Source: an optimization exercise on an open RTL-to-GDS flow (aim: small area). Production flows keep margins and buffers that such runs may drop. Only simulation tests tie the RTL to the original design; equivalence was not proved.

== the previous run ==
==> flow/design.v <==
`timescale 1ns/1ns
module pixel_processing#(
    parameter          ROW_NUM = 9'd96,      
    parameter          COL_NUM = 9'd32,      
    parameter          DATA_WIDTH  = 16
)(
    input              rst,
    input              video_clk,
	input     [15:0]   rgb565_i,
    input              data_valid,
	output    [15:0]   pixel_mean,
    output             odata_val
   );
localparam AW = 22;             
localparam NL = 4;              
localparam NS = 8;              
reg [4:0]   col_cnt;
reg [6:0]   row_cnt;
reg         pend;
reg [15:0]  pix;
reg [2:0]   ph;
reg [NL*AW-1:0] ring [0:NS-1];
wire [NL*AW-1:0] port_q = ring[NS-1];
reg         hit, hit_n;
wire        pend_nx = data_valid || (pend && !hit);
wire [4:0]  col_nx  = hit ? col_cnt + 1'b1 : col_cnt;
wire [2:0]  ph_nx   = ph + 1'b1;
wire        hit_nx  = pend_nx && (ph_nx == col_nx[4:2]);
wire        clr  = row_cnt[1:0] == 2'd0;
wire        last_col = col_cnt == COL_NUM-1;
wire        edge_row = (row_cnt[6:2] == 5'd0) || (row_cnt[6:2] == ROW_NUM/4-1);
wire        emit = (row_cnt[1:0] == 2'd3) && (edge_row || col_cnt == 5'd0 || last_col);
wire [AW-1:0] acc = clr ? {AW{1'b0}} : port_q[AW-1:0];
wire [AW-1:0] addend = {2'b0, pix[15:11], 2'b0, pix[10:5], 2'b0, pix[4:0]};
wire [AW-1:0] sum;
wire [AW:0]   cy;
genvar b;
generate for (b = 0; b < AW; b = b + 1) begin : add
    wire cin = (b == 0 || b == 7 || b == 15) ? 1'b0 : cy[b];
    assign sum[b]  = acc[b] ^ addend[b] ^ cin;
    assign cy[b+1] = (acc[b] & addend[b]) | (cin & (acc[b] ^ addend[b]));
end endgenerate
assign pixel_mean = {sum[21:17], sum[14:9], sum[6:2]};
assign odata_val  = hit && emit;
integer i;
always@(posedge video_clk)begin
    for (i = 1; i < NS; i = i + 1) ring[i] <= ring[i-1];
    ring[0] <= ({NL*AW{hit}}   & {sum, port_q[NL*AW-1:AW]})
             | ({NL*AW{hit_n}} & port_q);
end
always@(posedge video_clk)begin
    if (data_valid) pix <= rgb565_i;
end
always@(posedge video_clk or posedge rst)begin
    if(rst)begin
        ph      <= 'b0;
        pend    <= 1'b0;
        hit     <= 1'b0;
        hit_n   <= 1'b1;
        col_cnt <= 'b0;
        row_cnt <= 'b0;
    end else begin
        ph    <= ph_nx;
        pend  <= pend_nx;
        hit   <= hit_nx;
        hit_n <= !hit_nx;
        col_cnt <= col_nx;
        if (hit) begin
            if (last_col) row_cnt <= (row_cnt == ROW_NUM-1) ? 7'd0 : row_cnt + 1'b1;
        end
    end
end
endmodule
Settings: LEC_CHECK=0, CAP_MARGIN=20, CORE_MARGIN=2, CORE_UTILIZATION=70, SLEW_MARGIN=20; clock period 10.0 ns.
standard.sh (not shown) runs the stock make flow with config.mk's settings and CLKGATE_MAP_FILE= SYNTH_SCRIPT=/design/flow/synth_recipe.tcl, a recipe that flattens the netlist after the stock synthesis.
==> flow/flow/run.sh <==
#!/bin/bash
# Own layout flow: the standard flow (standard.sh) with two changes:
# CTS without dummy loads and with smaller clock buffers, and the smallest
# buffer cell for the port buffers. Each tool's output is in orfs/logs/;
# the whole make output is in flow_make.log.
set -euo pipefail
here=$(cd "$(dirname "$0")" && pwd)
source "$here/knobs.sh"
export CTS_ARGS BUFFER_PORTS_ARGS
bash standard.sh finish > flow_make.log 2>&1
==> flow/flow/knobs.sh <==
CTS_ARGS="-sink_clustering_enable -repair_clock_nets -sink_clustering_size 20 -sink_clustering_max_diameter 60 -buf_list sky130_fd_sc_hd__clkbuf_8 -dont_use_dummy_load"
BUFFER_PORTS_ARGS="-buffer_cell sky130_fd_sc_hd__buf_1"
Here is what was changed in the inputs of the current run compared with the previous run.
==> flow/design.v, changed modules only <==
module pixel_processing#(
    parameter          ROW_NUM = 9'd96,      
    parameter          COL_NUM = 9'd32,      
    parameter          DATA_WIDTH  = 16
)(
    input              rst,
    input              video_clk,
	input     [15:0]   rgb565_i,
    input              data_valid,
	output    [15:0]   pixel_mean,
    output             odata_val
   );
localparam AW = 22;             
localparam NL = 4;              
localparam NS = 8;              
reg [4:0]   col_cnt;
reg [6:0]   row_cnt;
reg         pend;
reg [15:0]  pix;
reg [2:0]   ph;
reg [NL*AW-1:0] ring [0:NS-1];
wire [NL*AW-1:0] port_q = ring[NS-1];
wire        hit  = pend && (ph == col_cnt[4:2]);
wire [1:0]  lane = col_cnt[1:0];
wire        clr  = row_cnt[1:0] == 2'd0;
wire        last_col = col_cnt == COL_NUM-1;
wire        edge_row = (row_cnt[6:2] == 5'd0) || (row_cnt[6:2] == ROW_NUM/4-1);
wire        emit = (row_cnt[1:0] == 2'd3) && (edge_row || col_cnt == 5'd0 || last_col);
wire [NL-1:0] wsel;    
wire [NL-1:0] rsel;    
reg  [AW-1:0] acc;
genvar g;
generate for (g = 0; g < NL; g = g + 1) begin : dec
    assign wsel[g] = hit && lane == g;
    assign rsel[g] = !clr && lane == g;
end endgenerate
integer k;
always @(*) begin
    acc = {AW{1'b0}};
    for (k = 0; k < NL; k = k + 1) acc = acc | ({AW{rsel[k]}} & port_q[k*AW +: AW]);
end
wire [AW-1:0] addend = {2'b0, pix[15:11], 2'b0, pix[10:5], 2'b0, pix[4:0]};
wire [AW-1:0] sum;
wire [AW:0]   cy;
genvar b;
generate for (b = 0; b < AW; b = b + 1) begin : add
    wire cin = (b == 0 || b == 7 || b == 15) ? 1'b0 : cy[b];
    assign sum[b]  = acc[b] ^ addend[b] ^ cin;
    assign cy[b+1] = (acc[b] & addend[b]) | (cin & (acc[b] ^ addend[b]));
end endgenerate
wire [6:0]  sum_r = sum[21:15];
wire [7:0]  sum_g = sum[14:7];
wire [6:0]  sum_b = sum[6:0];
assign pixel_mean = {sum_r[6:2], sum_g[7:2], sum_b[6:2]};
assign odata_val  = hit && emit;
integer i;
always@(posedge video_clk)begin
    for (i = 1; i < NS; i = i + 1) ring[i] <= ring[i-1];
    for (i = 0; i < NL; i = i + 1)
        ring[0][i*AW +: AW] <= ({AW{wsel[i]}} & sum) | ({AW{~wsel[i]}} & port_q[i*AW +: AW]);
end
always@(posedge video_clk)begin
    if (data_valid) pix <= rgb565_i;
end
always@(posedge video_clk or posedge rst)begin
    if(rst)begin
        ph      <= 'b0;
        pend    <= 1'b0;
        col_cnt <= 'b0;
        row_cnt <= 'b0;
    end else begin
        ph <= ph + 1'b1;
        if (data_valid)  pend <= 1'b1;
        else if (hit)    pend <= 1'b0;
        if (hit) begin
            col_cnt <= col_cnt + 1'b1;
            if (last_col) row_cnt <= (row_cnt == ROW_NUM-1) ? 7'd0 : row_cnt + 1'b1;
        end
    end
end
endmodule
Notes after the runs:
- The run showing the greater wire length per cell after detailed routing is the current run.
- Both conditions hold for the current run: the flow ran to the end and the final layout passed the timing, design-rule and antenna checks.
- All-layer global routing usage in the current run vs the previous run: up 3.0 points
- | period utilization | the current run vs the previous run | 4.4 points higher |
- Relative to the previous run, the upper clock frequency limit of the current run is lower by about 6%.
- Design area for the current run is higher than for the previous run.
- Of the previous run and the current run, the current run shows the higher data arrival time of the critical path, with the previous run below it.
- On worst hold slack, the previous run and the current run are neck and neck.
- The previous run → the current run: worst setup slack dropped 0.44 ns; compound-cell area share of the yosys netlist dropped 0.78 points.

-- what the ideal ports hide --
The results above use ideal ports. As a check the final layouts listed here were re-extracted and re-timed, cells and wires unchanged.
Step 1 (the two cells are an assumption about what drives the block):
set clk [get_ports {video_clk}]
set_driving_cell -lib_cell sky130_fd_sc_hd__clkbuf_16 $clk
set_driving_cell -lib_cell sky130_fd_sc_hd__buf_2 [delete_from_list [all_inputs] $clk]
Step 2, shift: input delay + t, output delay - t, t = (earliest + latest rising clock arrival at the registers) / 2. This alone moves slack from input paths to output paths.
Slacks: ideal ports / drivers / drivers and shift; pairs: ideal ports / drivers.
| run | t, ns | setup slack, ns | worst setup path after step 2 | worst register clock-pin slew, ns |
|---|---|---|---|---|
| the previous run | 0.599 | 3.528 / 3.486 / 4.084 | register to output | 0.11 / 0.11 |
| the current run | 0.617 | 3.091 / 3.046 / 3.663 | register to output | 0.12 / 0.12 |
After both steps setup and hold are still met in every run listed.
